What follows belongs to an exercise in optimizing a design on an open flow for small area and a short achievable clock period; a production flow would make more cautious choices.
Where RTL was checked, it was by simulation tests only, not by an equivalence proof against the original.
Power figures rest on the tool's default switching activity, not on a simulated workload.

==> 05-22 <==
Design non_blocking_cache, start of the top module:
module non_blocking_cache #(
    parameter DATA_WIDTH  = 32,
    parameter ADDR_WIDTH  = 16,
    parameter NUM_BLOCKS  = 64,
    parameter NUM_OPS     = 32,
    parameter NUM_MISSES  = 32,
    parameter BLOCK_DEPTH = 64   
) (
    input  logic clk,
    input  logic reset,
    input  logic read_enable,
    input  logic [ADDR_WIDTH-1:0] read_address,
    input  logic [$clog2(NUM_OPS)-1:0] read_op,
    output logic [DATA_WIDTH-1:0]      data_out,
    output logic [$clog2(NUM_OPS)-1:0] op_out,
    output logic                       stall,  
    output logic                       hit,
    output logic                       miss,
    input  logic [DATA_WIDTH-1:0]            mm_ret_data,
    input  logic [$clog2(NUM_OPS)-1:0]       mm_ret_op,
    input  logic                             mm_ret_valid,
    output logic [ADDR_WIDTH-1:0]            mm_req,
    output logic [$clog2(NUM_OPS)-1:0]       mm_req_op,
    output logic                             mm_req_valid
);
    localparam IB = $clog2(NUM_BLOCKS);
    localparam TB = ADDR_WIDTH - IB;
    localparam OB = $clog2(NUM_OPS);
    logic            write_enable, received_request, valid_request, stall_next;
    logic [OB-1:0]   write_op, req_op;
    logic [DATA_WIDTH-1:0] write_data;
    logic [TB-1:0]   req_tag, miss_tag;
    logic [IB-1:0]   req_index, miss_index;
    cache #(.DATA_WIDTH(DATA_WIDTH), .ADDR_WIDTH(ADDR_WIDTH),
            .NUM_BLOCKS(NUM_BLOCKS), .NUM_OPS(NUM_OPS))
    DM_CACHE (
        .clk             (clk),
        .reset           (reset),
        .read_enable     (read_enable),
        .write_enable    (write_enable),
        .received_request(received_request),
        .w_op            (write_op),
        .r_op            (read_op),
        .w_address       ({miss_tag, miss_index}),
        .r_address       (read_address),
        .write_data      (write_data),
        .mshr_stall_next (stall_next),
        .req_op          (req_op),
        .req_tag         (req_tag),
        .req_index       (req_index),
        .valid_request   (valid_request),
        .data_out        (data_out),
        .op_out          (op_out),
        .stall           (stall),
        .hit             (hit),
        .miss            (miss)
    );
    mshr #(.TAG_WIDTH(TB), .INDEX_WIDTH(IB), .DATA_WIDTH(DATA_WIDTH),
           .NUM_OPS(NUM_OPS), .NUM_MISSES(NUM_MISSES))
    MSHR (
  ...
Settings: LEC_CHECK=0, CAP_MARGIN=20, CORE_MARGIN=2, CORE_UTILIZATION=40, SLEW_MARGIN=20; clock period 10.0 ns.
run.sh (not shown) runs the stock make flow with config.mk's settings and CLKGATE_MAP_FILE= SYNTH_SCRIPT=/design/flow/synth_recipe.tcl, a recipe that flattens the netlist after the stock synthesis.
==> inputs of 12-05, as changes to 05-22 <==
SETUP_SLACK_MARGIN = 5   (was not set)
==> inputs of 08-06, as changes to 05-22 <==
--- a/flow/design.v
+++ b/flow/design.v
@@ -5,11 +5,12 @@
     parameter NUM_OPS     = 32
 ) (
     input  logic clk,
     input  logic reset,
     input  logic read_enable,
-    input  logic write_enable,
+    input  logic write_enable,       
+    input  logic write_fresh,        
     input  logic received_request,
     input  logic [$clog2(NUM_OPS)-1:0] w_op,
     input  logic [$clog2(NUM_OPS)-1:0] r_op,
     input  logic [ADDR_WIDTH-1:0] w_address,
     input  logic [ADDR_WIDTH-1:0] r_address,
@@ -45,29 +46,46 @@
     assign req_tag   = tag_q;
     assign req_index = index_q;
     logic [NUM_BLOCKS-1:0] rsel;
     always_comb
         for (int i = 0; i < NUM_BLOCKS; i++) rsel[i] = (r_index == i);
-    logic [LW-1:0] rline;
-    logic          rvalid;
+    logic [OB+DATA_WIDTH-1:0] rline;
     always_comb begin
-        rline  = '0;
-        rvalid = 1'b0;
-        for (int i = 0; i < NUM_BLOCKS; i++) begin
-            rline  = rline  | (line[i] & {LW{rsel[i]}});
-            rvalid = rvalid | (valid[i] & rsel[i]);
-        end
+        rline = '0;
+        for (int i = 0; i < NUM_BLOCKS; i++)
+            rline = rline | (line[i][OB+DATA_WIDTH-1:0] & {(OB+DATA_WIDTH){rsel[i]}});
     end
-    logic [TB-1:0]         rd_tag;
     logic [OB-1:0]         rd_op;
     logic [DATA_WIDTH-1:0] rd_data;
-    assign {rd_tag, rd_op, rd_data} = rline;
-    wire is_hit  = rvalid && (rd_tag == r_tag);
+    assign {rd_op, rd_data} = rline;
+    localparam NL = 8;
+    localparam NG = NUM_BLOCKS / NL;
+    localparam LB = $clog2(NL);
+    logic [NL-1:0] lo_sel;
+    logic [NG-1:0] hi_sel;
+    always_comb begin
+        for (int j = 0; j < NL; j++) lo_sel[j] = (r_index[LB-1:0] == j);
+        for (int g = 0; g < NG; g++) hi_sel[g] = (r_index[IB-1:LB] == g);
+    end
+    logic [NG-1:0][TB-1:0] gtag;
+    logic [NG-1:0]         gvalid, ghit;
+    always_comb begin
+        for (int g = 0; g < NG; g++) begin
+            gtag[g]   = '0;
+            gvalid[g] = 1'b0;
+            for (int j = 0; j < NL; j++) begin
+                gtag[g]   = gtag[g]   | (line[g*NL+j][LW-1:LW-TB] & {TB{lo_sel[j]}});
+                gvalid[g] = gvalid[g] | (valid[g*NL+j] & lo_sel[j]);
+            end
+            ghit[g] = gvalid[g] && (gtag[g] == r_tag);
+        end
+    end
+    wire is_hit  = |(ghit & hi_sel);
     wire rrr_upd = rrr || received_request;
     always_ff @(posedge clk) begin
         for (int i = 0; i < NUM_BLOCKS; i++)
-            if (write_enable && w_index == i)
+            if (write_fresh && w_index == i)
                 line[i] <= {w_tag, w_op, write_data};
     end
     logic hit_n, miss_n, vr_n, rs_n, sow_n;
     always_comb begin
         hit_n  = 1'b0;
@@ -111,15 +129,15 @@
             stall_on_write <= sow_n;
             stall          <= rs_n || sow_n || (mshr_stall_next && vr_n);
             rrr            <= rrr_upd && !vr_n;
             if (vr_n)                  sent_request <= 1'b1;
             else if (received_request) sent_request <= 1'b0;
-            if (write_enable) begin
+            if (write_fresh) begin
                 valid[w_index] <= 1'b1;
                 data_out       <= write_data;
                 op_out         <= w_op;
-            end else if (hit_n) begin
+            end else if (!write_enable && hit_n) begin
                 data_out       <= rd_data;
                 op_out         <= rd_op;
             end
         end
     end
@@ -140,10 +158,11 @@
     input  logic [DATA_WIDTH-1:0]            mm_ret_data,
     input  logic [$clog2(NUM_OPS)-1:0]       mm_ret_operation,
     input  logic                             mm_ret_valid,
     output logic                             received_request,
     output logic                             miss_returned,
+    output logic                             miss_fresh,
     output logic                             stall_next,
     output logic [DATA_WIDTH-1:0]            miss_data,
     output logic [TAG_WIDTH-1:0]             miss_tag,
     output logic [INDEX_WIDTH-1:0]           miss_index,
     output logic [$clog2(NUM_OPS)-1:0]       miss_operation,
@@ -157,47 +176,66 @@
     logic [NUM_MISSES-1:0]          valid_r;
     logic [NUM_MISSES-1:0][AW-1:0]  addr_r;    
     logic [NUM_MISSES-1:0][OB-1:0]  op_r;
     logic [NB-1:0] avail_index, ret_index;
     logic          stall_on_next, clear_row, update_index;
-    wire full = &valid_r;
     logic [NUM_MISSES-1:0] match;
     always_comb
         for (int i = 0; i < NUM_MISSES; i++)
             match[i] = valid_r[i] ? (op_r[i] == mm_ret_operation) : (mm_ret_operation == '0);
+    logic [NUM_MISSES:0]   above;    
     logic [NUM_MISSES-1:0] hi_sel;
     logic                  any_match;
-    always_comb begin
-        logic above;
-        above = 1'b0;
-        for (int i = NUM_MISSES-1; i >= 0; i--) begin
-            hi_sel[i] = match[i] && !above;
-            above     = above || match[i];
+    assign above[NUM_MISSES] = 1'b0;
+    generate
+        for (genvar i = 0; i < NUM_MISSES; i++) begin : g_hi
+            assign above[i]  = above[i+1] | match[i];
+            assign hi_sel[i] = match[i] & ~above[i+1];
         end
-        any_match = above;
-    end
+    endgenerate
+    assign any_match = above[0];
     logic [NB-1:0] hi_index;
-    logic [AW-1:0] hi_addr;
     always_comb begin
         hi_index = '0;
-        hi_addr  = '0;
-        for (int i = 0; i < NUM_MISSES; i++) begin
+        for (int i = 0; i < NUM_MISSES; i++)
             hi_index = hi_index | (NB'(i) & {NB{hi_sel[i]}});
-            hi_addr  = hi_addr  | (addr_r[i] & {AW{hi_sel[i] && valid_r[i]}});
-        end
     end
+    logic          ret_valid;
+    wire           hi_valid = |(hi_sel & valid_r);
+    logic [AW-1:0] ret_addr;
+    always_comb begin
+        ret_addr = '0;
+        for (int i = 0; i < NUM_MISSES; i++)
+            ret_addr = ret_addr | (addr_r[i] & {AW{ret_valid && ret_index == i}});
+    end
+    assign {miss_tag, miss_index} = ret_addr;
+    logic [NUM_MISSES:0]   below_valid;
+    logic [NUM_MISSES-1:0] free_sel;
+    assign below_valid[0] = 1'b1;
+    generate
+        for (genvar i = 0; i < NUM_MISSES; i++) begin : g_free
+            assign below_valid[i+1] = below_valid[i] & valid_r[i];
+            assign free_sel[i]      = below_valid[i] & ~valid_r[i];
+        end
+    endgenerate
+    wire full = below_valid[NUM_MISSES];
     logic [NB-1:0] low_free;
     always_comb begin
         low_free = '0;
-        for (int i = NUM_MISSES-1; i >= 0; i--)
-            if (!valid_r[i]) low_free = NB'(i);
+        for (int i = 0; i < NUM_MISSES; i++)
+            low_free = low_free | (NB'(i) & {NB{free_sel[i]}});
     end
+    wire                   use_free = update_index && !full;
+    logic [NUM_MISSES-1:0] wr_sel;
+    always_comb
+        for (int i = 0; i < NUM_MISSES; i++)
+            wr_sel[i] = use_free ? free_sel[i] : (avail_index == i);
     wire           ret_hit  = mm_ret_valid && any_match;
     wire           stall_n  = (full && (update_index || !clear_row)) || (stall_on_next && !clear_row);
-    wire [NB-1:0]  wr_index = (update_index && !full) ? low_free : avail_index;
     wire           accept   = valid_request && !stall_n && !mm_ret_valid;
     assign stall_next = stall_n;
+    assign miss_fresh = clear_row;
     always_ff @(posedge clk) begin
         if (rst) begin
             valid_r          <= '0;
             avail_index      <= '0;
             update_index     <= 1'b0;
@@ -207,17 +245,19 @@
             mm_req_valid     <= 1'b0;
             mm_req           <= '0;
             mm_req_operation <= '0;
             received_request <= 1'b0;
         end else begin
-            if (clear_row) valid_r[ret_index] <= 1'b0;
-            if (accept)    valid_r[wr_index]  <= 1'b1;
+            for (int i = 0; i < NUM_MISSES; i++) begin
+                if (clear_row && ret_index == i) valid_r[i] <= 1'b0;
+                if (accept && wr_sel[i])         valid_r[i] <= 1'b1;    
+            end
             clear_row     <= ret_hit;
             stall_on_next <= stall_n;
             if (!mm_ret_valid)  miss_returned <= 1'b0;
             else if (any_match) miss_returned <= 1'b1;
-            if (update_index && !full) avail_index <= low_free;
+            if (use_free)              avail_index <= low_free;
             else if (ret_hit)          avail_index <= hi_index;
             update_index     <= accept;
             received_request <= accept;
             mm_req_valid     <= accept;
             if (accept) begin
@@ -226,17 +266,17 @@
             end
         end
     end
     always_ff @(posedge clk) begin
         if (ret_hit) begin
-            ret_index      <= hi_index;
-            miss_data      <= mm_ret_data;
-            miss_operation <= mm_ret_operation;
-            {miss_tag, miss_index} <= hi_addr;
+            ret_index <= hi_index;
+            ret_valid <= hi_valid;
         end
+        miss_data      <= mm_ret_data;
+        miss_operation <= mm_ret_operation;
         for (int i = 0; i < NUM_MISSES; i++)
-            if (accept && wr_index == i) begin
+            if (accept && wr_sel[i]) begin
                 addr_r[i] <= {requested_tag, requested_index};
                 op_r[i]   <= requested_operation;
             end
     end
 endmodule
@@ -266,11 +306,11 @@
     output logic                             mm_req_valid
 );
     localparam IB = $clog2(NUM_BLOCKS);
     localparam TB = ADDR_WIDTH - IB;
     localparam OB = $clog2(NUM_OPS);
-    logic            write_enable, received_request, valid_request, stall_next;
+    logic            write_enable, write_fresh, received_request, valid_request, stall_next;
     logic [OB-1:0]   write_op, req_op;
     logic [DATA_WIDTH-1:0] write_data;
     logic [TB-1:0]   req_tag, miss_tag;
     logic [IB-1:0]   req_index, miss_index;
     cache #(.DATA_WIDTH(DATA_WIDTH), .ADDR_WIDTH(ADDR_WIDTH),
@@ -278,10 +318,11 @@
     DM_CACHE (
         .clk             (clk),
         .reset           (reset),
         .read_enable     (read_enable),
         .write_enable    (write_enable),
+        .write_fresh     (write_fresh),
         .received_request(received_request),
         .w_op            (write_op),
         .r_op            (read_op),
         .w_address       ({miss_tag, miss_index}),
         .r_address       (read_address),
@@ -309,10 +350,11 @@
         .mm_ret_data        (mm_ret_data),
         .mm_ret_operation   (mm_ret_op),
         .mm_ret_valid       (mm_ret_valid),
         .received_request   (received_request),
         .miss_returned      (write_enable),
+        .miss_fresh         (write_fresh),
         .stall_next         (stall_next),
         .miss_data          (write_data),
         .miss_tag           (miss_tag),
         .miss_index         (miss_index),
         .miss_operation     (write_op),
==> flow/flow/run.sh (new file) <==
#!/bin/bash
set -euo pipefail
bash standard.sh SETUP_SLACK_MARGIN=5.7 finish > standard_flow.log 2>&1
==> flow/standard.sh (new file) <==
#!/bin/bash
# synth_recipe.tcl (not shown) runs the flow's synth.tcl, then flattens the netlist and writes it again
# the make line also repeats each setting of config.mk as NAME=value (left out here)
make -C /OpenROAD-flow-scripts/flow DESIGN_CONFIG=/design/flow/config.mk WORK_HOME=/design/flow/orfs CLKGATE_MAP_FILE= SYNTH_SCRIPT=/design/flow/synth_recipe.tcl "${@:-finish}"
removed: flow/run.sh
==> comparison table <==
Reg2reg start: 12-05 MSHR.valid_r[19]; 08-06 MSHR.ret_index[2]; 05-22 MSHR.valid_r[25]
Global-route met2 utilization: 12-05 0.477; 08-06 0.490; 05-22 0.465
Number of buffers created by CTS: 12-05 393; 08-06 392; 05-22 395
Worst setup path startpoint: 12-05 read_address[2]; 08-06 read_address[2]; 05-22 read_address[0]
Clk Latency, worst-skew pair: 12-05 1.00 ns; 08-06 1.01 ns; 05-22 1.02 ns
Critical Path Stages: 12-05 15; 08-06 15; 05-22 13
Bufs and invs on worst path: 12-05 5; 08-06 6; 05-22 3
Critical Path Fanout Max: 12-05 47; 08-06 24; 05-22 33
Worst reg-to-reg setup slack: 12-05 5.24 ns; 08-06 5.63 ns; 05-22 4.31 ns
Area taken by flip-flops and latches: 12-05 116000 sq um; 08-06 116000 sq um; 05-22 116000 sq um
Fill cell instance count of the final layout: 12-05 30.9k; 08-06 29.5k; 05-22 31.0k
Post-CTS resize count: 12-05 219; 08-06 497; 05-22 0
Cell count after placement: 12-05 13.7k; 08-06 13.1k; 05-22 13.7k
Met2 wire length: 12-05 266 mm; 08-06 270 mm; 05-22 258 mm
Clock sink total: 12-05 3929; 08-06 3914; 05-22 3929
Outcome: 12-05 no timing/DRC/antenna violations; 08-06 no timing/DRC/antenna violations; 05-22 no timing/DRC/antenna violations
Die Y: 12-05 609 microns; 08-06 608 microns; 05-22 609 microns
Sequential cells: 12-05 3929; 08-06 3914; 05-22 3929
Setup repair bufs after CTS: 12-05 78; 08-06 253; 05-22 0
Share of the synthesized area in the top cell type: 12-05 0.771; 08-06 0.763; 05-22 0.771
Leakage power summed over all cells: 12-05 0.0565 uW; 08-06 0.0561 uW; 05-22 0.0553 uW
Crit path to: 12-05 DM_CACHE.op_out[0]; 08-06 DM_CACHE.op_out[3]; 05-22 DM_CACHE.data_out[0]
Die area: 12-05 371000 sq um; 08-06 369000 sq um; 05-22 371000 sq um
Initial core utilization: 12-05 0.401; 08-06 0.402; 05-22 0.401
Vias: 12-05 98.8k; 08-06 99.5k; 05-22 97.9k
Function not checked in 05-22 and 12-05: the RTL went through the layout flow alone.

-- what the ideal ports hide --
Ports are ideal in the flow. The routed layouts listed here were re-timed in OpenROAD.
Step 1 (the two cells are an assumption about what drives the block):
set clk [get_ports {clk}]
set_driving_cell -lib_cell sky130_fd_sc_hd__clkbuf_16 $clk
set_driving_cell -lib_cell sky130_fd_sc_hd__buf_2 [delete_from_list [all_inputs] $clk]
Step 2 moves the port delays by t, midway between the first and last clock arrival at a register: inputs arrive t later, outputs are due t later. That takes back most of the time a late clock gives input paths.
Three values: ideal ports, drivers, drivers and shift; two values: the first two.
run	shift t [ns]	setup slack, ns	worst setup path after step 2
05-22	1.091	3.229 / 3.308 / 2.217	input to register
12-05	1.075	4.910 / 4.862 / 3.787	input to register
08-06	1.080	5.215 / 4.984 / 3.904	input to register
After both steps setup and hold are still met in every run listed. For 08-06, which loses most, drivers alone change the setup slack by -0.231 ns; drivers and shift together by -1.311 ns.
